What follows belongs to an exercise in optimizing a design on an open flow for small area, a short achievable clock period and few clock cycles; a production flow would make more cautious choices.
In this exercise RTL edits were held to simulation tests only and were not proved equivalent to the original.
Power figures rest on the tool's default switching activity, not on a simulated workload.

`flow/config.mk`:
```
export PLATFORM = sky130hd
export DESIGN_NAME = SingleCycleCPU
export DESIGN_NICKNAME = SingleCycleCPU
export VERILOG_FILES = /design/flow/design.v
export SDC_FILE = /design/flow/constraint.sdc
export NUM_CORES = 4
export LEC_CHECK = 0
export CAP_MARGIN = 20
export CORE_MARGIN = 2
export CORE_UTILIZATION = 50
export CTS_CLUSTER_DIAMETER = 50
export CTS_CLUSTER_SIZE = 35
export PLACE_DENSITY = 0.65
export SLEW_MARGIN = 20
```
`flow/constraint.sdc`:
```
create_clock -name core_clock -period 10.0 [get_ports {clk}]
set_input_delay 2.0000 -clock core_clock [delete_from_list [all_inputs] [get_ports {clk}]]
set_output_delay 2.0000 -clock core_clock [all_outputs]
set_load 0.01 [all_outputs]
```
`flow/design.v`:
```
`timescale 1ns / 1ps
module PC(
    input CLK,
    input Reset,
    input redirect,
    input [11:2] alt,
    input inc,
    input pred,
    input [11:2] target,
    output reg [11:2] IAddr,
    output [11:2] Next
    );
    assign Next = IAddr + 10'd1;
    always@(posedge CLK)
    begin
        if(Reset==1'b0)
            IAddr<=10'd0;
        else if(redirect)
            IAddr<=alt;
        else if(inc)
            IAddr<=pred ? target : Next;
    end
endmodule
`timescale 1ns / 1ps
module RegisterFile(
    input [4:0] ReadReg1,
    input [4:0] ReadReg2,
    input [4:0]WriteReg,
    input [31:0]WriteData,
    output reg [31:0]ReadData1,
    output reg [31:0] ReadData2,
    input WE,
    input CLK
    );
    reg[31:0] registers[1:31];
    integer i;
    always @(*) begin
        ReadData1 = 32'b0;
        ReadData2 = 32'b0;
        for (i = 1; i < 32; i = i + 1) begin
            ReadData1 = ReadData1 | ({32{ReadReg1 == i}} & registers[i]);
            ReadData2 = ReadData2 | ({32{ReadReg2 == i}} & registers[i]);
        end
    end
    always@(posedge CLK)
    begin
        if(WE==1 && WriteReg!=0)
            registers[WriteReg]<=WriteData;
    end
endmodule
`timescale 1ns / 1ps
module DataMemory(
    input [1:0] O,
    input [15:0] S0, S1, S2, S3,
    input [31:0] DataIn,
    output reg [7:0] Q0, Q1, Q2, Q3,
    input WE,
    input CLK
    );
    reg [7:0] bank0 [0:15];
    reg [7:0] bank1 [0:15];
    reg [7:0] bank2 [0:15];
    reg [7:0] bank3 [0:15];
    integer i;
    always @(*) begin
        Q0 = 8'b0; Q1 = 8'b0; Q2 = 8'b0; Q3 = 8'b0;
        for (i = 0; i < 16; i = i + 1) begin
            Q0 = Q0 | ({8{S0[i]}} & bank0[i]);
            Q1 = Q1 | ({8{S1[i]}} & bank1[i]);
            Q2 = Q2 | ({8{S2[i]}} & bank2[i]);
            Q3 = Q3 | ({8{S3[i]}} & bank3[i]);
        end
    end
    reg [31:0] wd;  
    always @(*) begin
        case (O)
            2'd0: wd = DataIn;
            2'd1: wd = {DataIn[7:0], DataIn[31:8]};
            2'd2: wd = {DataIn[15:0], DataIn[31:16]};
            default: wd = {DataIn[23:0], DataIn[31:24]};
        endcase
    end
    always @(posedge CLK) begin
        for (i = 0; i < 16; i = i + 1) begin
            if (WE & S0[i]) bank0[i] <= wd[31:24];
            if (WE & S1[i]) bank1[i] <= wd[23:16];
            if (WE & S2[i]) bank2[i] <= wd[15:8];
            if (WE & S3[i]) bank3[i] <= wd[7:0];
        end
    end
endmodule
`timescale 1ns / 1ps
`timescale 1ns / 1ps
module ALU(
    input [31:0] A,
    input [31:0] B,
    input add, sub, and_,
    output [31:0] Sum,
    output [31:0] Logic,
    output [31:0] Result,
    output ne
    );
    PrefixAdd #(.W(32)) adder(.a(A), .b(sub ? ~B : B), .cin(sub), .s(Sum));
    assign Logic = and_ ? (A & B) : (A | B);
    assign Result = add ? Sum : Logic;
    assign ne = |(A ^ B);
endmodule
module PrefixAdd #(parameter W = 32, parameter L = 5) (
    input [W-1:0] a,
    input [W-1:0] b,
    input cin,
    output [W-1:0] s
    );
    wire [W-1:0] p0 = a ^ b;
    wire [W-1:0] g0 = (a & b) | {{(W-1){1'b0}}, p0[0] & cin};
    wire [W-1:0] g [0:L];
    wire [W-1:0] p [0:L];
    assign g[0] = g0;
    assign p[0] = p0;
    genvar l, i;
    generate
        for (l = 0; l < L; l = l + 1) begin : lvl
            for (i = 0; i < W; i = i + 1) begin : bit_
                if ((i >> l) % 2 == 1) begin : comb
                    localparam integer J = ((i >> l) << l) - 1;
                    assign g[l+1][i] = g[l][i] | (p[l][i] & g[l][J]);
                    assign p[l+1][i] = p[l][i] & p[l][J];
                end else begin : pass
                    assign g[l+1][i] = g[l][i];
                    assign p[l+1][i] = p[l][i];
                end
            end
        end
    endgenerate
    wire [W-1:0] c = {g[L][W-2:0], cin};
    assign s = p0 ^ c;
endmodule
`timescale 1ns / 1ps
module ControlUnit(
    input [5:0] Ins,
    output add,       
    output sub,       
    output and_,      
    output imm,       
    output sw, lw, bne, halt,
    output RegWre,
    output RegDst,
    output UseRs,
    output UseRt
    );
    wire addu  = (Ins == 6'b000000);
    wire addiu = (Ins == 6'b000001);
    wire subu  = (Ins == 6'b000010);
    wire ori   = (Ins == 6'b010000);
    wire andr  = (Ins == 6'b010001);
    wire orr   = (Ins == 6'b010010);
    assign sw    = (Ins == 6'b100110);
    assign lw    = (Ins == 6'b100111);
    assign bne   = (Ins == 6'b110000);
    assign halt  = (Ins == 6'b111111);
    assign add   = addu | addiu | subu;
    assign sub   = subu;
    assign and_  = andr;
    assign imm   = addiu | ori;
    assign RegWre = addu | addiu | subu | ori | andr | orr | lw;
    assign RegDst = addu | subu | andr | orr;
    assign UseRs  = RegWre | sw | bne;
    assign UseRt  = addu | subu | andr | orr | sw | bne;
endmodule
`timescale 1ns / 1ps
module Two2One0(
    input RegDst,
    input [4:0] rd,
    input [4:0] rt,
    output [4:0] Output
    );
    assign Output = RegDst ? rd : rt;
endmodule
`timescale 1ns / 1ps
module Two2One2(
    input [11:2] PC_next,
    input [9:0] Imme,
    output [11:2] PC_new
    );
    PrefixAdd #(.W(10), .L(4)) add(.a(PC_next), .b(Imme), .cin(1'b0), .s(PC_new));
endmodule
module ShortTarget(
    input [11:2] PC,
    input [5:0] Off,
    output [11:2] Target
    );
    wire [5:0] lo = {1'b0, PC[6:2]} + {1'b0, Off[4:0]} + 6'd1;
    wire [4:0] hi = PC[11:7];
    wire [4:0] hi_p = hi + 5'd1;
    wire [4:0] hi_m = hi - 5'd1;
    wire [4:0] hi_t = Off[5] ? (lo[5] ? hi : hi_m) : (lo[5] ? hi_p : hi);
    assign Target = {hi_t, lo[4:0]};
endmodule
`timescale 1ns / 1ps
module Two2One3(
    input [31:0] ALUResult,
    input [7:0] Q0, Q1, Q2, Q3,
    input [4:0] Sel,
    output [31:0] DB
    );
    assign DB = ({32{Sel[0]}} & ALUResult)
              | ({32{Sel[1]}} & {Q0, Q1, Q2, Q3})
              | ({32{Sel[2]}} & {Q1, Q2, Q3, Q0})
              | ({32{Sel[3]}} & {Q2, Q3, Q0, Q1})
              | ({32{Sel[4]}} & {Q3, Q0, Q1, Q2});
endmodule
`timescale 1ns / 1ps
module SingleCycleCPU(
    input clk,
    input Reset,                  
    output [31:0] pc,
    input  [31:0] instr,
    output reg reg_we,
    output reg [4:0] reg_waddr,
    output reg [31:0] reg_wdata,
    output reg mem_we,
    output reg [5:0] mem_addr,
    output reg [31:0] mem_wdata,
    output reg halted
    );
    wire [11:2] pcr;
    assign pc = {20'b0, pcr, 2'b00};
    reg fstop;                     
    reg [31:0] x_a, x_b;           
    reg [9:0]  x_imm;              
    reg [4:0]  x_dst;
    reg        x_wr, x_add, x_sub, x_and, x_sw, x_lw, x_bne, x_halt;
    reg        x_pred;             
    reg [11:2] x_pcn;              
    reg [31:0] m_res;
    reg [15:0] m_s0, m_s1, m_s2, m_s3;   
    reg [4:0]  m_sel;              
    reg [4:0]  m_dst;
    reg        m_wr;
    wire [31:0] alu_sum, alu_logic, alu_res;
    wire        ne;
    ALU alu(.A(x_a), .B(x_b), .add(x_add), .sub(x_sub), .and_(x_and),
            .Sum(alu_sum), .Logic(alu_logic), .Result(alu_res), .ne(ne));
    wire [5:0] maddr = x_a[5:0] + x_imm[5:0];
    wire [15:0] hr = 16'b1 << maddr[5:2];
    wire [15:0] hr1 = {hr[14:0], hr[15]};
    wire redirect = x_bne & (ne ^ x_pred);
    wire [11:2] x_target;
    Two2One2 two2one2(.PC_next(x_pcn), .Imme(x_imm), .PC_new(x_target));
    wire [11:2] x_alt = x_pred ? x_pcn : x_target;
    wire [7:0] q0, q1, q2, q3;
    DataMemory data_memory(.O(mem_addr[1:0]), .S0(m_s0), .S1(m_s1), .S2(m_s2), .S3(m_s3),
                           .DataIn(mem_wdata), .Q0(q0), .Q1(q1), .Q2(q2), .Q3(q3),
                           .WE(mem_we & Reset), .CLK(clk));
    wire [31:0] wdata;
    Two2One3 two2one3(.ALUResult(m_res), .Q0(q0), .Q1(q1), .Q2(q2), .Q3(q3),
                      .Sel(m_sel), .DB(wdata));
    wire [5:0] op = instr[31:26];
    wire [4:0] rs = instr[25:21];
    wire [4:0] rt = instr[20:16];
    wire [4:0] rd = instr[15:11];
    wire [15:0] imm = instr[15:0];
    wire c_add, c_sub, c_and, c_imm, c_sw, c_lw, c_bne, c_halt, c_wr, c_dst_rd, c_use_rs, c_use_rt;
    ControlUnit control_unit(
        .Ins(op), .add(c_add), .sub(c_sub), .and_(c_and), .imm(c_imm),
        .sw(c_sw), .lw(c_lw), .bne(c_bne), .halt(c_halt),
        .RegWre(c_wr), .RegDst(c_dst_rd), .UseRs(c_use_rs), .UseRt(c_use_rt)
    );
    wire [4:0] dst;
    Two2One0 two2one0(.RegDst(c_dst_rd), .rd(rd), .rt(rt), .Output(dst));
    wire [31:0] rf_rs, rf_rt;
    RegisterFile register_file(
        .ReadReg1(rs), .ReadReg2(rt), .WriteReg(m_dst), .WriteData(wdata),
        .ReadData1(rf_rs), .ReadData2(rf_rt), .WE(m_wr & Reset), .CLK(clk)
    );
    wire xs = x_wr & (x_dst == rs);
    wire xt = x_wr & (x_dst == rt);
    wire ms = m_wr & (m_dst == rs);
    wire mt = m_wr & (m_dst == rt);
    wire [3:0] ss = {xs & x_add, xs & ~x_add, ~xs & ms, ~xs & ~ms};
    wire [3:0] st = {xt & x_add, xt & ~x_add, ~xt & mt, ~xt & ~mt} & {4{~c_imm}};
    wire [31:0] rsv = ({32{ss[3]}} & alu_sum) | ({32{ss[2]}} & alu_logic)
                    | ({32{ss[1]}} & wdata) | ({32{ss[0]}} & rf_rs);
    wire [31:0] bv = ({32{st[3]}} & alu_sum) | ({32{st[2]}} & alu_logic)
                   | ({32{st[1]}} & wdata) | ({32{st[0]}} & rf_rt)
                   | ({32{c_imm}} & {16'b0, imm});
    wire wait_ld = x_lw & ((xs & c_use_rs) | (xt & c_use_rt));
    wire go = ~redirect & ~fstop & ~wait_ld;
    wire short = (imm[9:5] == 5'b00000) | (imm[9:5] == 5'b11111);
    wire pred = c_bne & (rs != rt) & short;
    wire [11:2] pc_next, target;
    ShortTarget short_target(.PC(pcr), .Off(imm[5:0]), .Target(target));
    PC pc_reg(.CLK(clk), .Reset(Reset), .redirect(redirect), .alt(x_alt),
              .inc(go & ~c_halt), .pred(pred), .target(target),
              .IAddr(pcr), .Next(pc_next));
    always @(posedge clk) begin
        if (Reset == 1'b0) begin
            fstop <= 1'b0;
            halted <= 1'b0;
            x_wr <= 1'b0; x_add <= 1'b0; x_sub <= 1'b0; x_and <= 1'b0;
            x_sw <= 1'b0; x_lw <= 1'b0; x_bne <= 1'b0; x_halt <= 1'b0;
        end else begin
            if (go & c_halt)
                fstop <= 1'b1;
            if (x_halt)
                halted <= 1'b1;
            x_wr  <= go & c_wr & (dst != 5'd0);
            x_add <= go & c_add;
            x_sub <= go & c_sub;
            x_and <= go & c_and;
            x_sw  <= go & c_sw;
            x_lw  <= go & c_lw;
            x_bne <= go & c_bne;
            x_halt <= go & c_halt;
        end
        x_a <= rsv;
        x_b <= bv;
        x_imm <= imm[9:0];
        x_pred <= pred;
        x_pcn <= pc_next;
        x_dst <= dst;
    end
    always @(posedge clk) begin
        if (Reset == 1'b0) begin
            m_wr <= 1'b0;
            mem_we <= 1'b0;
        end else begin
            m_wr <= x_wr;
            mem_we <= x_sw;
        end
        m_sel <= {x_lw & (maddr[1:0] == 2'd3), x_lw & (maddr[1:0] == 2'd2),
                  x_lw & (maddr[1:0] == 2'd1), x_lw & (maddr[1:0] == 2'd0), ~x_lw};
        m_dst <= x_dst;
        m_res <= alu_res;
        m_s0 <= (maddr[1:0] > 2'd0) ? hr1 : hr;
        m_s1 <= (maddr[1:0] > 2'd1) ? hr1 : hr;
        m_s2 <= (maddr[1:0] > 2'd2) ? hr1 : hr;
        m_s3 <= hr;
        mem_addr <= maddr;
        mem_wdata <= x_b;
    end
    always @(posedge clk) begin
        if (Reset == 1'b0)
            reg_we <= 1'b0;
        else
            reg_we <= m_wr;
        reg_waddr <= m_dst;
        reg_wdata <= wdata;
    end
endmodule
```
`flow/flow/run.sh`:
```
#!/bin/bash
set -euo pipefail
cd "$(dirname "$0")/.."
bash standard.sh SETUP_SLACK_MARGIN=6.5 finish > make_finish.log 2>&1
```
`flow/standard.sh`:
```
#!/bin/bash
# synth_recipe.tcl (not shown) runs the flow's synth.tcl, then flattens the netlist and writes it again
# the make line also repeats each setting of config.mk as NAME=value (left out here)
make -C /OpenROAD-flow-scripts/flow DESIGN_CONFIG=/design/flow/config.mk WORK_HOME=/design/flow/orfs CLKGATE_MAP_FILE= SYNTH_SCRIPT=/design/flow/synth_recipe.tcl "${@:-finish}"
```
==> impl_metrics.csv, run 1 <==
group,metric,value,unit
placement,globalplace.congestion,0.952,
critical_path,critPathArrivalTime,4.42,ns
floorplan,die_x,391,µm
floorplan,ios,144,
critical_path,crit_path_cell_trace,"buf_6, nand2b_4, buf_4, nor2_4, buf_6, a222oi_1, nand3_1, nor3_1, nand3_1, o21ai_0, o21ai_0",
routing,wl_per_cell,41.0,µm
timing,max_slew.worst_pin.slew,1.13,ns
clocking,cts_sinks,1798,
clocking,cts_root_buffer,"clkbuf_16",
logic_synthesis,synthTopCellsByCount,"1504 x edfxtp_1, 960 x a22oi_1, 416 x nand2_1",
layout,drive_above_1_share,17.1,%
timing,setup_viol,0,
logic_synthesis,synth_top_area_share,60.3,%
clocking,clk_path_buf_depth,3,
global_route,grt_use_total,40.2,%
power,p_clk_share,34.8,%
timing,drv_slew,0,
critical_path,r2r_slack,6.54,ns
timing,finalClockSkew,0.0509,ns
clocking,numCtsBuffers,156,
global_route,grt_pass1_vias,54700,
logic_synthesis,yosysSeqAreaShare,68.2,%
power,p_per_area,217,mW/mm²
global_route,grt_pass1_wl,426,mm
power,p_int,13.0,mW
power,p_leak,30.2,nW
run,max_cap_viol_count,0,
critical_path,cp-end-kind,"flop",
routing,drc,0,
critical_path,cp_slowest_cell,"a222oi_1",
floorplan,start_util,50.2,%
routing,vias_per_cell,7.67,
routing,routed_wl,317,mm
timing,setup_ws,6.26,ns
routing,dr.pass1.iters,17,
layout,syn_to_final_growth,16.6,%
power,swShare,31.3,%
logic_synthesis,yosysMostFrequentCell,"edfxtp_1",
clocking,clk_pin_slew_worst_paths,0.08,ns
power,irDropWorstVdd,193,µV
global_route,grt_max_degree,62,
logic_synthesis,synth_area_leaders,"edfxtp_1 60%, a22oi_1 9.6%, dfxtp_1 7.9%",
critical_path,worstPathRequired,10.68,ns
clocking,clk_latency,0.85,ns
global_route,grt_overflow,0,
placement,place_ws,4.26,ns
timing,fmax,267,MHz
logic_synthesis,synth_area,0.0749,mm²
floorplan,die_y,391,µm
timing,rsz0062_at_grt,"yes",
floorplan,dieArea,0.153,mm²
timing,slew_headroom,24.4,%
placement,hpwl,173,mm
timing,min_period_over_period,37.4,%
critical_path,crit_type,"input pin to flop",
power,power_frac_comb,16.7,%
logic_synthesis,ys_types,83,
floorplan,num_rows,142,
logic_synthesis,synth_cells,5436,
logic_synthesis,synth_largest_area_cell,"edfxtp_1",
critical_path,cpPeakStageDelay,0.58,ns
logic_synthesis,synth_area_per_cell,13.8,µm²
global_route,antenna_found_initial,17,
timing,finalHoldViolCount,0,
power,p_seq_share,48.5,%
clocking,cts_tree,"done",
timing,fin_crit,3.74,ns
floorplan,core,0.149,mm²
logic_synthesis,ys_seq_elements,1798,
critical_path,worstPathMaxFanout,32,
routing,vias,59300,
logic_synthesis,ys_async_sr_fraction,0,%
logic_synthesis,yosys_most_used_dff,"edfxtp_1",
min_path,hp-class,"flop to flop",
run_status,outcome,"timing/DRC/antenna clean",
layout,finalNetCount,5794,
routing,drt-initial-drc-count,13700,
routing,ant_nets,0,
power,switchingPower,5.95,mW
clocking,cts_hold_buf,0,
logic_synthesis,synth_edf_count,1504,
timing,setup_tns,0,ns
placement,portBuffers,121,
logic_synthesis,yosysWarnings,10,
critical_path,start_kind,"input pin",
clocking,cts.htree.levels,4,
## sequential cells by signal (all words and copies together) (netlist names), 6 cells and up
name / cells
data_memory.bank0: 128
data_memory.bank1: 128
data_memory.bank2: 128
data_memory.bank3: 128
m_res: 32
m_s0: 16
m_s1: 16
m_s2: 16
m_s3: 16
mem_addr: 6
mem_wdata: 32
pc_reg.IAddr: 10
reg_wdata: 32
register_file.registers: 992
x_a: 32
x_b: 32
x_imm: 10
x_pcn: 10
## critical path: cells and delay by family
kind,cells,cell delay (ns)
buffers and inverters,3,0.54
AOI/OAI and AO/OA,3,0.87
and+or+nand+nor,5,0.90
## repair_timing
item / 4_1_cts / 5_1_grt
gates cloned: 5 / 4
setup buffers: 105 / 33
setup endpoints to repair: 581 / 286
pin swaps: 53 / 41
gates resized for setup: 480 / 169
## cell usage in the layout (no fill, tap or decap), types with 50 or more instances in the layout
cell type	netlist	layout
edfxtp_1	1504	1504
a22oi_1	960	943
nand2_1	416	396
dfxtp_1	294	238
buf_4	23	184
clkbuf_16	0	159
nand3_1	146	128
o21ai_0	143	128
inv_1	120	119
ha_1	114	114
a221oi_1	115	112
a22o_1	111	111
nor2_1	202	107
nand4_1	93	93
nor2_4	0	91
a222oi_1	85	85
and3_1	76	76
nor3_1	100	73
a21oi_1	79	72
xor2_1	62	60
mux2i_1	50	50
## path summary, 6_finish.rpt
| check | start | endpoint | cells after the start |
|---|---|---|---|
| worst max register to register | x_sub | x_b[17] | 11 |
| worst min register to register | x_b[5] | mem_wdata[5] | 0 |
| worst max-delay path | instr[22] | x_a[5] | 11 |
| worst min-delay path | x_b[5] | mem_wdata[5] | 0 |
## per-stage QoR
stage	hold slack [ns]	power (mW)	utilization (%)	instances	cell area, µm²
floorplan	0.355	10.8	-	5457	76500
global placement	0.381	12.2	53.0	7273	79100
detailed placement	0.382	12.3	53.0	7273	79100
CTS	0.371	18.8	58.0	7677	86600
global route	0.393	19.4	58.5	7715	87300
finish	0.378	19.0	58.5	7733	87300
## layer usage
metal	routed length [µm]	part of all wire, %	global-route usage [%]
met1	101000	32	47.7
met2	132000	42	58.6
met3	51700	16	17.8
met4	31500	10	27.7
met5	163	0.051	0.351
## final cells by class
type | instances | area (µm²)
Fill cell | 11500 | 61900
Sequential cell | 1798 | 51200
Multi-Input combinational cell | 3151 | 23500
Clock buffer | 165 | 3980
Timing Repair Buffer | 405 | 3950
Tap cell | 1944 | 2430
Clock inverter | 129 | 1720
Inverter | 122 | 460
Antenna cell | 19 | 47.5
## power groups by stage
stage	registers, mW	clock network (mW)	logic, mW
after detailed placement	9.40	0	2.87
after CTS	9.19	6.59	3.00
after global routing	9.22	6.88	3.29
after floorplan	9.08	0	1.70
after global placement	9.40	0	2.83
final	9.20	6.60	3.18
## cell families after synthesis
logic type	Yosys count	synth area share [%]
fa+ha+maj	126	2.23
buf+inv	510	2.73
other cells	1	0.00501
mux	95	1.83
compound gates	1636	16.4
simple gates	1167	7.42
xor+xnor	103	1.20
flops	1798	68.2
Testbench counts, summed over its fixed seeds: cycles 199,094.
==> run 2, diff against run 1 <==
--- a/flow/config.mk
+++ b/flow/config.mk
@@ -7,8 +7,8 @@
 export LEC_CHECK = 0
 export CAP_MARGIN = 20
 export CORE_MARGIN = 2
-export CORE_UTILIZATION = 50
+export CORE_UTILIZATION = 45
 export CTS_CLUSTER_DIAMETER = 50
 export CTS_CLUSTER_SIZE = 35
-export PLACE_DENSITY = 0.65
+export PLACE_DENSITY = 0.6
 export SLEW_MARGIN = 20
==> run 2 against run 1 <==
  * Largest cell class unchanged
  * Largest power group unchanged
  * Via count decreased by 0.69%
  * Global-route usage shrank 2.5 points
  * Non-clock buffer count is 60 higher
  * Flip-flop and latch count did not move
  * Register-to-register slack got worse by 0.08 ns
  * Core utilization down 4.9 points
  * Maximum frequency up 3.3%
  * Sequential power is essentially flat
  * Still clean on timing, DRC and antenna
  * Critical endpoint is now x_a[2]
  * Combinational power is 2% higher
==> impl_metrics.csv, run 2 <==
group,metric,value,unit
timing,rsz0062_at_grt,"yes",
clocking,numCtsBuffers,154,
critical_path,reg2reg_depth,11,
run_status,outcome,"timing/DRC/antenna clean",
clocking,cts_root_buffer,"clkbuf_16",
logic_synthesis,yosysSeqAreaShare,68.2,%
clocking,clk_path_buf_depth,3,
routing,dr.pass1.iters,14,
logic_synthesis,synthTopCellsByCount,"1504 x edfxtp_1, 960 x a22oi_1, 416 x nand2_1",
min_path,whs_endpoint,"mem_wdata[2]",
layout,syn_to_final_growth,18.3,%
logic_synthesis,synth_area_per_cell,13.8,µm²
logic_synthesis,synth_top_area_share,60.3,%
floorplan,die_y,412,µm
power,p_leak,30.7,nW
global_route,antenna_found_initial,15,
clocking,cts_sinks,1798,
clocking,cts.htree.levels,4,
global_route,grt_max_degree,62,
routing,drc,0,
timing,slew_headroom,25.2,%
floorplan,ios,144,
critical_path,r2r_slack,6.46,ns
critical_path,critPathArrivalTime,4.36,ns
layout,largest_reg_flops,992,
routing,drt-initial-drc-count,13500,
layout,finalNetCount,5853,
critical_path,cp-end-kind,"flop",
routing,wl_per_cell,41.0,µm
timing,setup_viol,0,
routing,vias_per_cell,7.34,
layout,top_register,"register_file.registers",
placement,globalplace.congestion,0.965,
global_route,grt_overflow,0,
layout,instances_no_fill,8025,
critical_path,start_kind,"input pin",
logic_synthesis,yosysWarnings,10,
power,p_per_area,215,mW/mm²
routing,ant_nets,0,
timing,finalClockSkew,0.0636,ns
logic_synthesis,synth_edf_count,1504,
floorplan,start_util,45.3,%
clocking,clk_latency,0.87,ns
routing,routed_wl,329,mm
global_route,grt_pass1_wl,441,mm
logic_synthesis,ys_async_sr_fraction,0,%
power,switchingPower,6.02,mW
logic_synthesis,synth_largest_area_cell,"edfxtp_1",
power,p_clk_share,34.6,%
run,max_cap_viol_count,0,
power,total_power,19.1,mW
min_path,min_from,"x_b[2]",
timing,fmax,276,MHz
layout,fillCellCount,13500,
clocking,cts_hold_buf,0,
min_path,hold_path_depth,0,
timing,drv_slew,0,
logic_synthesis,yosysMostFrequentCell,"edfxtp_1",
placement,dp_cells,7529,
power,irDropWorstVdd,198,µV
placement,portBuffers,121,
timing,max_slew.worst_pin.slew,1.12,ns
logic_synthesis,ys_types,83,
logic_synthesis,ys_seq_elements,1798,
power,swShare,31.6,%
logic_synthesis,synth_area,0.0749,mm²
critical_path,r2r-start,"x_b[17]",
critical_path,crit_type,"input pin to flop",
routing,vias,58900,
critical_path,regToRegEndpoint,"x_wr",
power,p_seq_share,48.4,%
min_path,hp-class,"flop to flop",
timing,setup_tns,0,ns
layout,drive_above_1_share,18.3,%
timing,min_period_over_period,36.2,%
placement,hpwl,183,mm
critical_path,worstPathRequired,10.74,ns
clocking,cts_tree,"done",
layout,layout_commonest_cell,"edfxtp_1",
logic_synthesis,synth_cells,5436,
power,p_int,13.0,mW
floorplan,num_rows,149,
clocking,clk_pin_slew_worst_paths,0.08,ns
floorplan,core,0.165,mm²
layout,final_cell_mix,"1504 x edfxtp_1, 942 x a22oi_1, 392 x nand2_1, 240 x dfxtp_1, 215 x buf_4",
logic_synthesis,yosys_most_used_dff,"edfxtp_1",
floorplan,die_x,412,µm
critical_path,worstPathMaxFanout,19,
logic_synthesis,synth_area_leaders,"edfxtp_1 60%, a22oi_1 9.6%, dfxtp_1 7.9%",
timing,finalHoldViolCount,0,
global_route,grt_use_total,37.7,%
power,power_frac_comb,17.1,%
floorplan,dieArea,0.170,mm²
timing,fin_crit,3.62,ns
global_route,grt_pass1_vias,54700,
## run 2: cell types whose count changed in the layout (fill, tap and decap cells not counted), moves of 7 or more
cell / before / now
clkdlybuf4s15_2: 16 / 4
buf_4: 184 / 215
buf_2: 8 / 15
buf_6: 48 / 55
clkinvlp_4: 11 / 3
buf_12: 27 / 41
dfxtp_2: 20 / 13
diode_2: 19 / 9
inv_12: 10 / 20
## run 2: worst max-delay path: stages
cell and delay, ns:
buf_4 0.20, or3b_4 0.48, nor2_4 0.11, buf_6 0.29
buf_16 0.27, a22oi_1 0.15, nand3_1 0.14, nor2_1 0.04
nand3_1 0.27, o21ai_4 0.16, o21ai_0 0.19
## run 2: final cells by class
class / count / area (µm²) / area share (%)
multi-input combinational: 3152 / 23700 / 26.8
sequential: 1798 / 51200 / 57.8
tap: 2189 / 2740 / 3.09
inverter: 122 / 460 / 0.520
timing repair buffer: 465 / 4780 / 5.39
antenna: 9 / 22.5 / 0.0254
clock inverter: 120 / 1600 / 1.81
clock buffer: 170 / 4040 / 4.56
## run 2: power groups by stage
stage	logic, mW	clock network, mW	registers [mW]
2_1_floorplan	1.70	0	9.08
3_3_place_gp	2.89	0	9.41
3_5_place_dp	2.93	0	9.41
4_1_cts	3.06	6.60	9.20
5_1_grt	3.36	6.89	9.23
6_report	3.25	6.59	9.21
## run 2: per-stage QoR
step / utilization (%) / hold slack [ns] / area [µm²] / worst slack, ns
after floorplan: - / 0.355 / 76500 / 6.10
after global placement: 48.1 / 0.388 / 79500 / 4.15
after detailed placement: 48.1 / 0.386 / 79500 / 4.07
after CTS: 53.0 / 0.388 / 87500 / 6.48
after global routing: 53.6 / 0.391 / 88500 / 6.42
final: 53.6 / 0.386 / 88600 / 6.38
## run 2: logic make-up (layout without fill, tap and decap cells)
| kind of cell | count (synthesis) | after routing | synth area share (%) |
|---|---|---|---|
| flops | 1798 | 1798 | 68.2 |
| compound gates | 1636 | 1636 | 16.4 |
| simple gates | 1167 | 1170 | 7.42 |
| buf+inv | 510 | 877 | 2.73 |
| fa+ha+maj | 126 | 126 | 2.23 |
| xor+xnor | 103 | 103 | 1.20 |
| mux | 95 | 95 | 1.83 |
| other cells | 1 | 31 | 0.00501 |
## run 2: worst max-delay path by stage
stage | from | end | depth (start not counted)
floorplan | instr[31] | pc_reg.IAddr[11] | 10
global route | x_b[17] | x_wr | 11
finish | instr[25] | x_a[2] | 11
global placement | instr[22] | x_a[27] | 9
CTS | instr[23] | x_a[27] | 11
detailed placement | instr[22] | x_a[27] | 9
## run 2: repair_timing
| item | 4_1_cts | 5_1_grt |
|---|---|---|
| buffers inserted | 126 | 57 |
| setup endpoints to repair | 823 | 354 |
| cloned | 8 | 6 |
| endpoints found under the hold margin | 0 | 0 |
| resized for setup | 549 | 201 |
| pin swaps | 62 | 70 |
## run 2: routing by layer
metal  global-route usage [%]  routed length [µm]  vias up
li1                         -                   -    22400
met1                     44.4              105000    28600
met2                     55.6              139000     5983
met3                     15.0               51000     1912
met4                     27.6               33100       28
met5                     1.22                 612        -
==> run 3, diff against run 2 <==
==> flow/flow/run.sh (replaced) <==
#!/bin/bash
set -euo pipefail
cd "$(dirname "$0")/.."
bash standard.sh SETUP_SLACK_MARGIN=6.8 finish > make_finish.log 2>&1
==> run 3 against run 2 <==
  * Largest power group unchanged
  * Worst setup slack improved by 0.0090 ns
  * Sequential power about the same
  * Area after synthesis is the same
  * Largest cell class unchanged
  * Synthesized cell count stayed put
  * Critical path depth down 2
  * Still clean on timing, DRC and antenna
  * Sequential share of layout area shrank 3.9 points
==> impl_metrics.csv, run 3 <==
group,metric,value,unit
logic_synthesis,ys_async_sr_fraction,0,%
clocking,clk_path_buf_depth,3,
min_path,hp-class,"flop to flop",
timing,finalHoldViolCount,0,
floorplan,num_rows,149,
timing,drv_slew,0,
floorplan,die_x,412,µm
logic_synthesis,synth_compound_area_share,16.4,%
power,p_leak,33.4,nW
logic_synthesis,synth_largest_area_cell,"edfxtp_1",
logic_synthesis,yosysSeqAreaShare,68.2,%
layout,final_cell_mix,"1504 x edfxtp_1, 870 x a22oi_1, 376 x nand2_1, 354 x buf_4, 216 x dfxtp_1",
placement,dpl-instance-area,0.0796,mm²
routing,routed_wl,355,mm
critical_path,critPathArrivalTime,4.34,ns
layout,finalNetCount,6161,
routing,vias,62400,
logic_synthesis,synthTopCellsByCount,"1504 x edfxtp_1, 960 x a22oi_1, 416 x nand2_1",
timing,rsz0062_at_grt,"yes",
logic_synthesis,yosysWarnings,10,
logic_synthesis,synth_area_leaders,"edfxtp_1 60%, a22oi_1 9.6%, dfxtp_1 7.9%",
routing,wl_per_cell,42.6,µm
global_route,grt_max_degree,62,
clocking,cts_tree,"done",
logic_synthesis,synth_cells,5436,
timing,max_slew.worst_pin.slew,1.09,ns
floorplan,ios,144,
timing,fin_crit,3.61,ns
floorplan,core,0.165,mm²
layout,drive_above_1_share,27.6,%
placement,portBuffers,121,
timing,min_period_over_period,36.1,%
run_status,outcome,"timing/DRC/antenna clean",
critical_path,regToRegEndpoint,"x_a[30]",
critical_path,worstPathMaxFanout,7,
layout,instances_no_fill,8344,
critical_path,reg2reg_depth,10,
clocking,cts.htree.levels,4,
global_route,grt_overflow,0,
logic_synthesis,synthMuxAreaShare,1.83,%
timing,fmax,277,MHz
routing,dr.pass1.iters,22,
timing,setup_viol,0,
routing,drc,0,
floorplan,die_y,412,µm
timing,setup_ws,6.39,ns
critical_path,crit_end,"pc_reg.IAddr[9]",
routing,vias_per_cell,7.48,
logic_synthesis,yosys_most_used_dff,"edfxtp_1",
timing,slew_headroom,27.4,%
layout,layout_commonest_cell,"edfxtp_1",
layout,top_register,"register_file.registers",
critical_path,start_kind,"input pin",
clocking,cts_sinks,1798,
logic_synthesis,ys_types,83,
logic_synthesis,synth_adder_area_share,2.23,%
logic_synthesis,synth-xor-area-share,1.20,%
timing,whs,0.395,ns
logic_synthesis,synth_top_family_by_area,"compound AO/OA/AOI/OAI gates",
routing,drt-initial-drc-count,14700,
critical_path,worstPathRequired,10.73,ns
clocking,clk_pin_slew_worst_paths,0.09,ns
timing,setup_tns,0,ns
critical_path,r2r-start,"x_a[13]",
logic_synthesis,ys_seq_elements,1798,
clocking,clk_latency,0.85,ns
critical_path,crit_type,"input pin to flop",
clocking,cts_root_buffer,"clkbuf_16",
timing,finalClockSkew,0.0441,ns
logic_synthesis,synth_area_per_cell,13.8,µm²
global_route,antenna_found_initial,19,
global_route,grt_pass1_wl,462,mm
layout,syn_to_final_growth,26.9,%
critical_path,crit_start,"instr[20]",
layout,design_area,0.0951,mm²
logic_synthesis,synth_edf_count,1504,
critical_path,cp-end-kind,"flop",
placement,hpwl,182,mm
logic_synthesis,synth_area,0.0749,mm²
placement,place_ws,4.28,ns
floorplan,dieArea,0.170,mm²
critical_path,r2r_slack,6.60,ns
logic_synthesis,synth_top_area_share,60.3,%
logic_synthesis,yosysMostFrequentCell,"edfxtp_1",
power,p_per_area,205,mW/mm²
logic_synthesis,synth-simple-area-share,7.42,%
global_route,grt_pass1_vias,56500,
global_route,grt_use_total,39.6,%
placement,globalplace.congestion,0.971,
run,max_cap_viol_count,0,
layout,largest_reg_flops,992,
placement,dp_cells,7530,
clocking,numCtsBuffers,155,
routing,ant_nets,0,
floorplan,start_util,45.3,%
power,irDropWorstVdd,204,µV
-- run 3: cell counts after synthesis --
No cell type changed its count.
-- run 3: how the worst min path moves through the flow --
stage | end | startpoint | cells after the start
2_1_floorplan | mem_wdata[31] | x_b[31] | 0
3_3_place_gp | m_dst[0] | x_dst[0] | 0
3_5_place_dp | m_dst[3] | x_dst[3] | 0
4_1_cts | m_dst[3] | x_dst[3] | 0
5_1_grt | mem_wdata[26] | x_b[26] | 0
6_report | mem_wdata[9] | x_b[9] | 0
-- run 3: logic make-up (layout without fill, tap and decap cells) --
| group | after synthesis | in the layout |
|---|---|---|
| adder cells (fa/ha/maj) | 126 | 126 |
| buffers and inverters | 510 | 1184 |
| AND/OR/NAND/NOR | 1167 | 1170 |
| flip-flops | 1798 | 1798 |
| other | 1 | 42 |
| XOR/XNOR | 103 | 103 |
| multiplexers | 95 | 95 |
| AO/OA/AOI/OAI | 1636 | 1637 |
-- run 3: layer usage --
layer	track usage [%]	vias to the layer above	share of wire [%]
met5	1.16	-	0.25
met3	18.1	2470	16
met4	30.3	33	11
met2	57.1	6871	41
met1	45.7	30000	31
li1	-	23000	-
-- run 3: report_power, final --
part	leakage, nW	switching [mW]	internal (mW)
Clock	2.74	3.40	3.27
Combinational	14.7	2.45	1.18
Sequential	16.0	0.419	8.80
-- run 3: timing repair --
item	CTS	global route
setup endpoints to repair	1361	412
hold buffers	0	0
resized for setup	1201	395
hold endpoints to repair	0	0
cloned	31	18
setup buffers	288	166
pin swaps	185	272
-- run 3: per-stage QoR --
step           util, %  total power, mW
2_1_floorplan        -             10.8
4_1_cts           55.2             19.2
3_5_place_dp      48.2             12.4
3_3_place_gp      48.2             12.3
6_report          57.6             19.5
5_1_grt           57.5             19.9
-- run 3: layout make-up --
type | instances | area, µm²
inverters | 122 | 460
repair buffers | 771 | 9560
well taps | 2189 | 2740
clock inverters | 129 | 1710
clock buffers | 162 | 3950
flip-flops and latches | 1798 | 51300
fillers | 12800 | 70100
diodes | 20 | 50.0
multi-input cells | 3153 | 25300
-- run 3: worst max-delay path, stage by stage --
cell and delay [ns]:
buf_12 0.13, xnor2_4 0.16, nand3_2 0.11, nor3_4 0.80, or3_4 0.35, buf_6 0.13, a21oi_4 0.04, or4_1 0.49
o211ai_1 0.11
==> run 4, diff against run 3 <==
==> flow/flow/run.sh (replaced) <==
#!/bin/bash
set -euo pipefail
cd "$(dirname "$0")/.."
bash standard.sh SETUP_SLACK_MARGIN=6.35 finish > make_finish.log 2>&1
==> run 4 against run 3 <==
  * Clock power shrank 0.7%
  * Synthesized cell count is the same
  * Worst hold slack lost 0.018 ns
  * Worst setup slack lost 0.13 ns
  * Via count shrank 7.3%
  * Final area shrank 8.5%
  * Register-to-register slack lost 0.22 ns
  * Critical path type unchanged
==> impl_metrics.csv, run 4 <==
group,metric,value,unit
run_status,outcome,"timing/DRC/antenna clean",
routing,wl_met2,138,mm
routing,vias_per_cell,7.28,
min_path,hp-class,"flop to flop",
routing,wl_met1,105,mm
global_route,grt_use_total,36.9,%
placement,portBuffers,121,
logic_synthesis,yosysSeqAreaShare,68.2,%
routing,drc,0,
logic_synthesis,yosysMostFrequentCell,"edfxtp_1",
logic_synthesis,ys_async_sr_fraction,0,%
timing,min_period_over_period,37.5,%
logic_synthesis,ys_types,83,
critical_path,r2r-start,"m_s1[10]",
floorplan,start_util,45.3,%
routing,routed-wl-met3,49.0,mm
layout,drive_above_1_share,15.1,%
timing,fin_crit,3.75,ns
timing,whs,0.377,ns
logic_synthesis,synth_edf_count,1504,
min_path,hold_path_depth,0,
clocking,cts_hold_buf,0,
routing,ant_nets,0,
timing,setup_viol,0,
clocking,cts_sinks,1798,
critical_path,crit_start,"instr[25]",
timing,slew_headroom,24.7,%
min_path,min_from,"x_dst[1]",
critical_path,cp-end-kind,"flop",
timing,fmax,267,MHz
critical_path,worstPathRequired,10.74,ns
critical_path,reg2reg_depth,8,
global_route,grt_pass1_vias,53900,
clocking,cts_tree,"done",
placement,hpwl,184,mm
floorplan,dieArea,0.170,mm²
global_route,grt_pass1_wl,433,mm
layout,instances_no_fill,7955,
layout,finalNetCount,5776,
clocking,cts.htree.levels,4,
critical_path,worstPathMaxFanout,18,
logic_synthesis,synth_cells,5436,
timing,finalClockSkew,0.0560,ns
power,p_leak,30.0,nW
logic_synthesis,ys_seq_elements,1798,
critical_path,crit_type,"input pin to flop",
clocking,clk_path_buf_depth,3,
clocking,clk_pin_slew_worst_paths,0.07,ns
power,total_power,19.0,mW
global_route,grt_overflow,0,
layout,multi_input_area,0.0231,mm²
placement,dp_cells,7538,
min_path,whs_endpoint,"m_dst[1]",
placement,globalplace.congestion,0.964,
floorplan,ios,144,
routing,wl_per_cell,40.4,µm
critical_path,r2r_slack,6.38,ns
logic_synthesis,yosys_most_used_dff,"edfxtp_1",
timing,finalHoldViolCount,0,
logic_synthesis,yosysWarnings,10,
routing,drt-initial-drc-count,12800,
timing,setup_tns,0,ns
floorplan,core,0.165,mm²
logic_synthesis,synth_top_area_share,60.3,%
logic_synthesis,synth_area_per_cell,13.8,µm²
routing,vias,57900,
power,irDropWorstVdd,199,µV
clocking,numCtsBuffers,160,
critical_path,start_kind,"input pin",
layout,fillCellCount,13600,
run,max_cap_viol_count,0,
logic_synthesis,synth_largest_area_cell,"edfxtp_1",
timing,drv_slew,0,
clocking,cts_root_buffer,"clkbuf_16",
layout,seq_area,0.0512,mm²
layout,final_cell_mix,"1504 x edfxtp_1, 960 x a22oi_1, 398 x nand2_1, 244 x dfxtp_1, 173 x buf_4",
global_route,grt_max_degree,62,
clocking,clk_latency,0.86,ns
logic_synthesis,synth_area,0.0749,mm²
layout,syn_to_final_growth,16.1,%
layout,largest_reg_flops,992,
timing,max_slew.worst_pin.slew,1.13,ns
layout,layout_commonest_cell,"edfxtp_1",
routing,top_layer_used,"met5",
floorplan,die_y,412,µm
power,p_per_area,218,mW/mm²
logic_synthesis,synth_area_leaders,"edfxtp_1 60%, a22oi_1 9.6%, dfxtp_1 7.9%",
logic_synthesis,synthTopCellsByCount,"1504 x edfxtp_1, 960 x a22oi_1, 416 x nand2_1",
layout,final_util,52.7,%
timing,rsz0062_at_grt,"yes",
floorplan,num_rows,149,
routing,dr.pass1.iters,12,
layout,top_register,"register_file.registers",
routing,routed_wl,321,mm
critical_path,regToRegEndpoint,"x_b[2]",
critical_path,critPathArrivalTime,4.48,ns
global_route,antenna_found_initial,15,
floorplan,die_x,412,µm
==> run 4: cell counts after synthesis <==
Identical to the previous run, type by type.
==> run 4: what timing repair did <==
| action | in CTS | in global routing |
|---|---|---|
| resized for setup | 369 | 88 |
| pin swaps | 46 | 18 |
| cloned | 6 | 2 |
| setup buffers | 88 | 9 |
| setup endpoints to repair | 185 | 316 |
==> run 4: cell families after synthesis <==
| family | Yosys count | synth area share (%) |
|---|---|---|
| multiplexers | 95 | 1.83 |
| XOR/XNOR | 103 | 1.20 |
| AO/OA/AOI/OAI | 1636 | 16.4 |
| AND/OR/NAND/NOR | 1167 | 7.42 |
| buffers and inverters | 510 | 2.73 |
| flip-flops | 1798 | 68.2 |
| adder cells (fa/ha/maj) | 126 | 2.23 |
| other | 1 | 0.00501 |
==> run 4: critical path, stage by stage <==
cell and delay [ns]:
clkbuf_4 0.20, nand3b_1 0.23, buf_4 0.18, nor2_4 0.10, buf_4 0.38, buf_8 0.35
a22oi_1 0.16, nand4_1 0.13, nor3_2 0.06, nand3_2 0.22, o21ai_0 0.17, o21ai_0 0.25
==> run 4: routing by layer <==
metal  up-vias  track usage [%]
li1      22200                -
met1     28100             43.6
met2      5804             55.4
met3      1803             15.3
met4        15             24.1
met5         -            0.452
==> run 4: through the flow <==
step / setup WS (ns) / area, µm²
after floorplan: 6.09 / 75600
after global placement: 4.21 / 79400
after detailed placement: 4.20 / 79400
after CTS: 6.35 / 86600
after global routing: 6.20 / 86900
final: 6.25 / 87000
==> run 4: power by group <==
group	leakage, nW	total [mW]	internal (mW)	switching (mW)
Clock	2.74	6.62	3.30	3.32
Combinational	11.3	3.15	0.880	2.27
Sequential	15.9	9.21	8.80	0.408
==> run 4: how the worst max path moves through the flow <==
stage	end	slack (ns)	depth (start not counted)
6_report	x_a[2]	6.25	12
5_1_grt	x_a[26]	6.20	12
4_1_cts	pc_reg.IAddr[7]	6.35	9
3_5_place_dp	x_b[17]	4.20	9
3_3_place_gp	x_a[27]	4.21	9
2_1_floorplan	pc_reg.IAddr[11]	6.09	10
==> run 4: area by class of cell <==
type	instances	area share, %
antenna	13	0.0374
clock buffer	167	4.68
clock inverter	132	1.92
inverter	122	0.537
multi-input combinational	3153	26.6
sequential	1798	58.8
tap	2189	3.15
timing repair buffer	381	4.22
==> run 5, diff against run 4 <==
==> flow/flow/run.sh (replaced) <==
#!/bin/bash
set -euo pipefail
cd "$(dirname "$0")/.."
bash standard.sh SETUP_SLACK_MARGIN=6.5 finish > make_finish.log 2>&1
--- a/flow/config.mk
+++ b/flow/config.mk
@@ -7,8 +7,8 @@
 export LEC_CHECK = 0
 export CAP_MARGIN = 20
 export CORE_MARGIN = 2
-export CORE_UTILIZATION = 45
+export CORE_UTILIZATION = 40
 export CTS_CLUSTER_DIAMETER = 50
 export CTS_CLUSTER_SIZE = 35
-export PLACE_DENSITY = 0.6
+export PLACE_DENSITY = 0.55
 export SLEW_MARGIN = 20
==> run 5 against run 4 <==
  * Via count increased by 0.89%
  * Critical endpoint is now x_b[24]
  * Still clean
  * Total power increased by 2.2%
  * Maximum frequency increased by 3.6%
  * Core utilization decreased by 4.6 points
  * Critical path type unchanged
  * Global-route usage decreased by 2.5 points
  * Worst setup slack improved by 0.13 ns
  * Clock-buffer cell count increased by 15
==> impl_metrics.csv, run 5 <==
group,metric,value,unit
placement,dpl-instance-area,0.0799,mm²
clocking,clk_latency,0.87,ns
critical_path,worstPathRequired,10.71,ns
logic_synthesis,synth_area,0.0749,mm²
logic_synthesis,synthTopCellsByCount,"1504 x edfxtp_1, 960 x a22oi_1, 416 x nand2_1",
global_route,grt_pass1_vias,54800,
layout,largest_reg_flops,992,
global_route,antenna_found_initial,16,
timing,rsz0062_at_grt,"yes",
logic_synthesis,synth_cells,5436,
power,swShare,31.5,%
critical_path,reg2reg_depth,11,
floorplan,ios,144,
floorplan,start_util,40.3,%
logic_synthesis,yosysMostFrequentCell,"edfxtp_1",
layout,seq_area,0.0512,mm²
timing,drv_slew,0,
global_route,grt_max_degree,62,
placement,place_ws,3.99,ns
placement,dp_cells,7827,
power,switchingPower,6.11,mW
power,p_leak,30.8,nW
timing,setup_tns,0,ns
logic_synthesis,ys_async_sr_fraction,0,%
critical_path,cp-end-kind,"flop",
timing,min_period_over_period,36.1,%
layout,drive_above_1_share,18.7,%
clocking,clk_pin_slew_worst_paths,0.09,ns
routing,wl_per_cell,40.7,µm
min_path,min_from,"x_b[6]",
clocking,cts.htree.levels,4,
logic_synthesis,yosysWarnings,10,
power,p_clk_share,35.7,%
routing,drc,0,
logic_synthesis,synth_edf_count,1504,
layout,design_area,0.0893,mm²
logic_synthesis,ys_types,83,
critical_path,r2r-start,"x_sub",
critical_path,start_kind,"input pin",
layout,instances_no_fill,8343,
placement,hpwl,190,mm
routing,vias,58400,
run_status,outcome,"timing/DRC/antenna clean",
critical_path,crit_start,"instr[20]",
critical_path,worstPathMaxFanout,16,
critical_path,crit_type,"input pin to flop",
timing,finalHoldViolCount,0,
layout,finalNetCount,5867,
timing,finalClockSkew,0.0632,ns
power,p_seq_share,47.6,%
critical_path,r2r_slack,6.52,ns
layout,final_cell_mix,"1504 x edfxtp_1, 947 x a22oi_1, 395 x nand2_1, 238 x dfxtp_1, 228 x buf_4",
critical_path,critPathArrivalTime,4.33,ns
power,p_int,13.3,mW
logic_synthesis,yosysSeqAreaShare,68.2,%
routing,vias_per_cell,7.00,
logic_synthesis,yosys_most_used_dff,"edfxtp_1",
power,power_frac_comb,16.7,%
timing,setup_viol,0,
placement,portBuffers,121,
logic_synthesis,synth_largest_area_cell,"edfxtp_1",
floorplan,dieArea,0.191,mm²
layout,fillCellCount,16100,
layout,multi_input_area,0.0237,mm²
clocking,numCtsBuffers,164,
routing,drt-initial-drc-count,12300,
clocking,cts_root_buffer,"clkbuf_16",
timing,fin_crit,3.61,ns
logic_synthesis,synth_area_leaders,"edfxtp_1 60%, a22oi_1 9.6%, dfxtp_1 7.9%",
logic_synthesis,synth_area_per_cell,13.8,µm²
timing,whs,0.396,ns
floorplan,die_x,437,µm
placement,globalplace.congestion,0.941,
layout,layout_commonest_cell,"edfxtp_1",
clocking,cts_tree,"done",
floorplan,core,0.186,mm²
global_route,grt_pass1_wl,455,mm
min_path,hp-class,"flop to flop",
global_route,grt_use_total,34.4,%
routing,ant_nets,0,
routing,routed_wl,340,mm
logic_synthesis,synth_top_area_share,60.3,%
layout,top_register,"register_file.registers",
clocking,cts_hold_buf,0,
timing,setup_ws,6.39,ns
critical_path,crit_end,"x_b[24]",
run,max_cap_viol_count,0,
floorplan,num_rows,158,
clocking,cts_sinks,1798,
logic_synthesis,ys_seq_elements,1798,
critical_path,regToRegEndpoint,"x_b[16]",
timing,slew_headroom,22.0,%
timing,max_slew.worst_pin.slew,1.17,ns
routing,dr.pass1.iters,13,
timing,fmax,277,MHz
global_route,grt_overflow,0,
floorplan,die_y,437,µm
power,irDropWorstVdd,173,µV
power,p_per_area,217,mW/mm²
layout,syn_to_final_growth,19.2,%
clocking,clk_path_buf_depth,3,
==> run 5: worst min path at each step <==
stage / depth (start not counted) / to / slack, ns
4_1_cts: 0 / mem_wdata[9] / 0.40
5_1_grt: 0 / mem_wdata[9] / 0.39
2_1_floorplan: 0 / mem_wdata[31] / 0.36
6_report: 0 / mem_wdata[6] / 0.40
3_5_place_dp: 0 / m_dst[0] / 0.39
3_3_place_gp: 0 / m_dst[0] / 0.39
==> run 5: per-layer routing <==
metal / wire, µm / global-route usage [%]
met1: 113000 / 40.6
met2: 147000 / 52.3
met3: 48200 / 12.7
met4: 30700 / 23.1
met5: 436 / 1.89
==> run 5: logic make-up (layout without fill, tap and decap cells) <==
family / count (synthesis) / in the layout / synth area share (%)
fa+ha+maj: 126 / 126 / 2.23
other cells: 1 / 36 / 0.00501
flops: 1798 / 1798 / 68.2
simple gates: 1167 / 1172 / 7.42
xor+xnor: 103 / 103 / 1.20
mux: 95 / 95 / 1.83
buf+inv: 510 / 896 / 2.73
compound gates: 1636 / 1637 / 16.4
==> run 5: power by group through the flow <==
stage	Sequential, mW	Clock [mW]	Combinational [mW]
after floorplan	9.08	0	1.70
after global placement	9.43	0	2.94
after detailed placement	9.42	0	2.97
after CTS	9.21	6.94	3.11
after global routing	9.23	7.22	3.36
final	9.22	6.92	3.24
==> run 5: through the flow <==
stage	total power, mW	utilization, %
6_report	19.4	48.1
5_1_grt	19.8	48.0
4_1_cts	19.3	47.6
3_5_place_dp	12.4	43.0
3_3_place_gp	12.4	43.0
2_1_floorplan	10.8	-
==> run 5: critical path, cell delays in order <==
cell	delay, ns
buf_4	0.21
or3b_4	0.24
nor2_4	0.06
buf_12	0.15
buf_4	0.29
a222oi_1	0.59
nand3_1	0.23
o31ai_4	0.37
o211ai_1	0.14
==> run 5: what timing repair did <==
action | 4_1_cts | 5_1_grt
pin swaps | 63 | 55
setup endpoints to repair | 977 | 174
gates cloned | 12 | 3
buffers inserted | 153 | 26
hold endpoints to repair | 0 | 0
gates resized for setup | 598 | 145
==> run 5: layout make-up <==
class                      instances  share of cell area [%]
tap                             2480                    3.48
clock inverter                   126                    1.91
antenna                           14                  0.0392
timing repair buffer             466                    5.30
multi-input combinational       3155                    26.6
clock buffer                     182                    4.80
inverter                         122                   0.516
sequential                      1798                    57.4
==> run 6, diff against run 5 <==
--- a/flow/config.mk
+++ b/flow/config.mk
@@ -8,7 +8,7 @@
 export CAP_MARGIN = 20
 export CORE_MARGIN = 2
 export CORE_UTILIZATION = 40
-export CTS_CLUSTER_DIAMETER = 50
+export CTS_CLUSTER_DIAMETER = 60
 export CTS_CLUSTER_SIZE = 35
 export PLACE_DENSITY = 0.55
 export SLEW_MARGIN = 20
==> run 6 against run 5 <==
  * Sequential power barely moved
  * Worst setup slack worse by 0.041 ns
  * Total power down 4.1%
  * Flip-flop and latch count is the same
  * Final cell count shrank 0.43%
  * Sequential share of layout area rose by 0.27 points
  * Routed wire length is 0.27% higher
  * Largest cell class unchanged
==> impl_metrics.csv, run 6 <==
group,metric,value,unit
timing,fmax,274,MHz
timing,setup_viol,0,
timing,fin_crit,3.65,ns
timing,finalHoldViolCount,0,
routing,drt-initial-drc-count,12500,
run_status,outcome,"timing/DRC/antenna clean",
placement,dp_cells,7827,
logic_synthesis,synth_top_area_share,60.3,%
critical_path,start_kind,"input pin",
critical_path,cp_slowest_cell,"a221oi_1",
logic_synthesis,synth_area,0.0749,mm²
layout,top_register,"register_file.registers",
critical_path,critical_path.top_delay_family,"compound AO/OA/AOI/OAI gates",
logic_synthesis,yosysWarnings,10,
global_route,grt_overflow,0,
routing,vias_per_cell,7.03,
layout,finalNetCount,5863,
global_route,grt_pass1_vias,54600,
placement,portBuffers,121,
global_route,grt_use_total,34.3,%
clocking,clk_pin_slew_worst_paths,0.08,ns
critical_path,cp-end-kind,"flop",
clocking,clk_path_buf_depth,3,
logic_synthesis,ys_seq_elements,1798,
critical_path,crit_path_cell_trace,"buf_4, or2_4, buf_4, nor2_4, buf_4, a22oi_1, nand2_1, a221oi_1, nand3_2, mux2i_4, o22ai_1",
routing,dr.pass1.iters,14,
logic_synthesis,synth_area_per_cell,13.8,µm²
floorplan,die_x,437,µm
power,irDropWorstVdd,140,µV
logic_synthesis,synthTopCellsByCount,"1504 x edfxtp_1, 960 x a22oi_1, 416 x nand2_1",
timing,min_period_over_period,36.5,%
layout,final_cell_mix,"1504 x edfxtp_1, 945 x a22oi_1, 397 x nand2_1, 237 x dfxtp_1, 221 x buf_4",
logic_synthesis,ys_async_sr_fraction,0,%
timing,rsz0062_at_grt,"yes",
global_route,grt_pass1_wl,453,mm
floorplan,num_rows,158,
power,p_per_area,209,mW/mm²
routing,vias,58400,
layout,syn_to_final_growth,18.7,%
floorplan,dieArea,0.191,mm²
critical_path,worstPathRequired,10.66,ns
timing,setup_ws,6.35,ns
floorplan,ios,144,
timing,max_slew.worst_pin.slew,1.22,ns
logic_synthesis,yosysMostFrequentCell,"edfxtp_1",
timing,finalClockSkew,0.0616,ns
critical_path,cp_common_cell,"buf_4",
critical_path,critPathArrivalTime,4.32,ns
critical_path,crit_type,"input pin to flop",
placement,hpwl,190,mm
routing,routed_wl,341,mm
timing,setup_tns,0,ns
floorplan,start_util,40.3,%
placement,globalplace.congestion,0.941,
floorplan,core,0.186,mm²
clocking,cts_root_buffer,"clkbuf_16",
global_route,grt_max_degree,62,
critical_path,worstPathMaxFanout,16,
routing,ant_nets,0,
logic_synthesis,synth_cells,5436,
placement,place_ws,3.99,ns
global_route,antenna_found_initial,11,
min_path,hp-class,"flop to flop",
timing,whs,0.392,ns
logic_synthesis,yosysSeqAreaShare,68.2,%
logic_synthesis,synth_edf_count,1504,
timing,drv_slew,0,
timing,slew_headroom,18.4,%
routing,wl_per_cell,41.0,µm
critical_path,cpPeakStageDelay,0.50,ns
clocking,clk_latency,0.84,ns
layout,drive_above_1_share,18.1,%
logic_synthesis,ys_types,83,
layout,instances_no_fill,8307,
logic_synthesis,yosys_most_used_dff,"edfxtp_1",
floorplan,die_y,437,µm
routing,drc,0,
layout,layout_commonest_cell,"edfxtp_1",
power,p_leak,30.6,nW
critical_path,timing.critical_path.buf_inv,3,
run,max_cap_viol_count,0,
logic_synthesis,synth_area_leaders,"edfxtp_1 60%, a22oi_1 9.6%, dfxtp_1 7.9%",
power,total_power,18.6,mW
clocking,numCtsBuffers,134,
layout,largest_reg_flops,992,
clocking,cts_sinks,1798,
clocking,cts.htree.levels,4,
logic_synthesis,synth_largest_area_cell,"edfxtp_1",
clocking,cts_tree,"done",
## run 6: area by class of cell
cell class              count  area (µm²)
clock inverters           102        1390
flip-flops and latches   1798       51200
multi-input cells        3154       23700
fillers                 16100       97000
well taps                2480        3100
clock buffers             147        3570
diodes                     11        27.5
inverters                 122         460
repair buffers            493        5370
## run 6: metrics by stage
stage / instance area [µm²] / utilization, %
6_report: 88900 / 47.8
5_1_grt: 88800 / 47.8
4_1_cts: 87500 / 47.1
3_5_place_dp: 79900 / 43.0
3_3_place_gp: 79900 / 43.0
2_1_floorplan: 76500 / -
## run 6: final timing paths
check,from,to,slack [ns],cells after the start
worst min register to register,x_dst[0],m_dst[0],0.39,0
worst max-delay path,instr[16],x_b[28],6.35,11
worst min-delay path,x_dst[0],m_dst[0],0.39,0
worst max register to register,x_b[17],x_wr,6.54,11
## run 6: power breakdown
part	switching, mW	internal, mW
clock	3.15	2.97
combinational	2.29	0.948
sequential	0.419	8.80
## run 6: routing by layer
layer	up-vias	part of all wire [%]	global-route usage, %
met5	-	0.20	1.99
met4	22	8.9	23.7
met3	1668	14	12.8
met2	5439	44	51.6
met1	28900	34	40.6
li1	22400	-	-
## run 6: what timing repair did
action,CTS,global route
pin swaps,63,63
setup buffers,154,47
gates resized for setup,553,191
endpoints found under the setup margin,1039,152
hold buffers,0,0
gates cloned,9,10
## run 6: cell families (layout without fill, tap and decap cells)
logic type                 Yosys count  after routing  share of synthesized area, %
AOI/OAI and AO/OA                 1636           1636                          16.4
xor gates and xnor gates           103            103                          1.20
adders and majority gates          126            126                          2.23
buffers and inverters              510            864                          2.73
DFF                               1798           1798                          68.2
muxes                               95             95                          1.83
other                                1             33                       0.00501
and+or+nand+nor                   1167           1172                          7.42
==> run 7, diff against run 6 <==
--- a/flow/config.mk
+++ b/flow/config.mk
@@ -7,8 +7,8 @@
 export LEC_CHECK = 0
 export CAP_MARGIN = 20
 export CORE_MARGIN = 2
-export CORE_UTILIZATION = 40
+export CORE_UTILIZATION = 45
 export CTS_CLUSTER_DIAMETER = 60
 export CTS_CLUSTER_SIZE = 35
-export PLACE_DENSITY = 0.55
+export PLACE_DENSITY = 0.6
 export SLEW_MARGIN = 20
==> run 7 against run 6 <==
  * Maximum frequency up 0.80%
  * Die area down 11%
  * Via count up 1.1%
  * Critical path type unchanged
  * Worst setup slack better by 0.029 ns
  * Sequential share of layout area up 0.65 points
  * Final cell count down 3.8%
  * First-iteration DRC count up 9.0%
  * Worst hold slack worse by 0.0071 ns
  * Final area down 1.1%
  * Core utilization up 5.4 points
  * Routed wire length down 2.9%
  * Non-clock buffer count down 18
==> impl_metrics.csv, run 7 <==
group,metric,value,unit
clocking,cts.htree.levels,4,
routing,routed_wl,331,mm
logic_synthesis,yosys_most_used_dff,"edfxtp_1",
logic_synthesis,synth_area,0.0749,mm²
clocking,clk_latency,0.86,ns
logic_synthesis,synthTopCellsByCount,"1504 x edfxtp_1, 960 x a22oi_1, 416 x nand2_1",
floorplan,num_rows,149,
floorplan,start_util,45.3,%
timing,max_slew.worst_pin.slew,1.32,ns
critical_path,crit_path_cell_trace,"buf_6, nand3b_1, buf_6, nor2_4, buf_4, buf_4, a22oi_1, nand4_1, nor3_1, nand3_1, o21ai_0, o21ai_0",
layout,finalNetCount,5839,
global_route,antenna_found_initial,16,
logic_synthesis,yosysSeqAreaShare,68.2,%
logic_synthesis,yosysMostFrequentCell,"edfxtp_1",
min_path,hold_path_depth,0,
critical_path,regToRegEndpoint,"x_b[17]",
critical_path,worstPathRequired,10.77,ns
logic_synthesis,ys_seq_elements,1798,
logic_synthesis,synth_largest_area_cell,"edfxtp_1",
clocking,cts_sinks,1798,
logic_synthesis,synth_edf_count,1504,
logic_synthesis,ys_async_sr_fraction,0,%
min_path,whs_endpoint,"mem_wdata[5]",
routing,dr.pass1.iters,22,
timing,drv_slew,0,
layout,layout_commonest_cell,"edfxtp_1",
critical_path,cpPeakStageDelay,0.37,ns
timing,finalClockSkew,0.0709,ns
global_route,grt_max_degree,62,
clocking,clk_pin_slew_worst_paths,0.08,ns
layout,design_area,0.0879,mm²
placement,portBuffers,121,
critical_path,cp-end-kind,"flop",
floorplan,dieArea,0.170,mm²
layout,syn_to_final_growth,17.3,%
floorplan,die_y,412,µm
run_status,outcome,"timing/DRC/antenna clean",
critical_path,r2r-start,"m_s0[4]",
power,p_leak,30.3,nW
logic_synthesis,yosysWarnings,10,
logic_synthesis,synth_cells,5436,
clocking,cts_tree,"done",
routing,vias_per_cell,7.39,
floorplan,core,0.165,mm²
critical_path,worstPathMaxFanout,11,
floorplan,die_x,412,µm
timing,slew_headroom,11.3,%
clocking,cts_root_buffer,"clkbuf_16",
layout,top_register,"register_file.registers",
routing,vias,59100,
global_route,grt_pass1_vias,54800,
logic_synthesis,ys_types,83,
routing,drc,0,
placement,dpl-instance-area,0.0795,mm²
critical_path,reg2reg_depth,7,
min_path,hp-class,"flop to flop",
routing,ant_nets,0,
global_route,grt_pass1_wl,441,mm
timing,setup_viol,0,
timing,fin_crit,3.63,ns
timing,setup_tns,0,ns
layout,largest_reg_flops,992,
logic_synthesis,synth_top_area_share,60.3,%
min_path,min_from,"x_b[5]",
clocking,cts_hold_buf,0,
critical_path,start_kind,"input pin",
placement,globalplace.congestion,0.965,
logic_synthesis,synth_area_per_cell,13.8,µm²
timing,finalHoldViolCount,0,
critical_path,r2r_slack,6.39,ns
floorplan,ios,144,
clocking,clk_path_buf_depth,3,
critical_path,crit_type,"input pin to flop",
global_route,grt_overflow,0,
run,max_cap_viol_count,0,
routing,drt-initial-drc-count,13700,
clocking,numCtsBuffers,131,
routing,wl_per_cell,41.4,µm
power,p_per_area,210,mW/mm²
power,irDropWorstVdd,200,µV
placement,hpwl,183,mm
layout,final_cell_mix,"1504 x edfxtp_1, 942 x a22oi_1, 394 x nand2_1, 239 x dfxtp_1, 228 x buf_4",
layout,drive_above_1_share,17.5,%
timing,rsz0062_at_grt,"yes",
timing,min_period_over_period,36.3,%
critical_path,critPathArrivalTime,4.39,ns
timing,fmax,276,MHz
critical_path,cp_slowest_cell,"buf_4",
global_route,grt_use_total,37.7,%
logic_synthesis,synth_area_leaders,"edfxtp_1 60%, a22oi_1 9.6%, dfxtp_1 7.9%",
-- run 7: cell counts after synthesis --
No cell type changed its count.
-- run 7: final cells by class --
| class | count | area (µm²) |
|---|---|---|
| sequential | 1798 | 51200 |
| clock inverter | 105 | 1510 |
| tap | 2189 | 2740 |
| inverter | 122 | 460 |
| timing repair buffer | 475 | 4900 |
| multi-input combinational | 3151 | 23700 |
| clock buffer | 139 | 3350 |
| antenna | 9 | 22.5 |
| fill | 13500 | 77300 |
-- run 7: what timing repair did --
| action | CTS | global route |
|---|---|---|
| gates resized for setup | 563 | 159 |
| pin swaps | 64 | 69 |
| cloned | 7 | 8 |
| buffers inserted | 135 | 56 |
| setup endpoints to repair | 877 | 368 |
-- run 7: worst max-delay path, delay by kind of cell --
kind,cells,cell delay [ns]
buffers and inverters,4,0.96
AO/OA/AOI/OAI,3,0.39
AND/OR/NAND/NOR,5,1.01
-- run 7: how the worst max path moves through the flow --
stage,from,endpoint,depth (start not counted)
2_1_floorplan,instr[31],pc_reg.IAddr[11],10
3_3_place_gp,instr[22],x_a[27],9
3_5_place_dp,instr[22],x_a[27],9
4_1_cts,instr[23],x_a[27],11
5_1_grt,x_sub,m_res[25],12
6_report,instr[24],x_a[7],12
-- run 7: power by group --
group	total, mW	switching (mW)	internal (mW)
Clock	6.01	3.14	2.88
Combinational	3.27	2.31	0.962
Sequential	9.21	0.412	8.80
Total	18.5	5.86	12.6
-- run 7: kinds of logic (layout without fill, tap and decap cells) --
group | after synthesis | count (layout) | synth area share, %
AOI/OAI and AO/OA | 1636 | 1636 | 16.4
xor gates and xnor gates | 103 | 103 | 1.20
adders and majority gates | 126 | 126 | 2.23
buffers and inverters | 510 | 841 | 2.73
other | 1 | 31 | 0.00501
DFF | 1798 | 1798 | 68.2
and+or+nand+nor | 1167 | 1169 | 7.42
muxes | 95 | 95 | 1.83
-- run 7: per-layer routing --
| metal | GRT usage, % | share of wire, % | wire, µm | vias to the layer above |
|---|---|---|---|---|
| met1 | 44.5 | 32 | 105000 | 28600 |
| li1 | - | - | - | 22300 |
| met2 | 55.2 | 42 | 139000 | 6115 |
| met5 | 1.38 | 0.23 | 764 | - |
| met3 | 15.1 | 16 | 52100 | 2004 |
| met4 | 27.9 | 10 | 34000 | 22 |
-- run 7: stage by stage --
stage	hold WS, ns	setup slack, ns	instances	power (mW)	utilization (%)
after global routing	0.386	6.38	7981	18.9	53.2
final	0.385	6.37	7988	18.5	53.2
after global placement	0.388	4.15	7529	12.3	48.1
after CTS	0.380	6.47	7915	18.3	52.6
after floorplan	0.355	6.10	5457	10.8	-
after detailed placement	0.386	4.07	7529	12.3	48.1

-- afterwards: timing with drivers on the ports --
How much do the figures lean on ideal ports? The routed layouts below were timed once more, with nothing changed but the port constraints.
Step 1: set_driving_cell puts a clkbuf_16 on clk and a buf_2 on each other input, an assumption about the parent block.
Step 2, shift: input delay + t, output delay - t, t = (earliest + latest rising clock arrival at the registers) / 2. This alone moves slack from input paths to output paths.
a / b / c = ideal ports / drivers / drivers and shift; a / b = the first two.
| run | shift t [ns] | setup WS [ns] | worst register clock-pin slew, ns |
|---|---|---|---|
| run 1 | 0.901 | 6.262 / 6.300 / 5.398 | 0.09 / 0.09 |
| run 2 | 0.919 | 6.380 / 6.429 / 5.510 | 0.10 / 0.10 |
| run 3 | 0.916 | 6.389 / 6.331 / 5.415 | 0.10 / 0.10 |
| run 4 | 0.912 | 6.254 / 6.178 / 5.266 | 0.10 / 0.10 |
| run 5 | 0.915 | 6.386 / 6.441 / 5.526 | 0.10 / 0.10 |
| run 6 | 0.889 | 6.345 / 6.367 / 5.479 | 0.11 / 0.11 |
| run 7 | 0.908 | 6.374 / 6.385 / 5.513 | 0.11 / 0.11 |
After both steps every run listed still meets setup and hold. The setup slack of run 4, which loses most, moves by -0.076 ns with the drivers and by -0.988 ns with both steps.
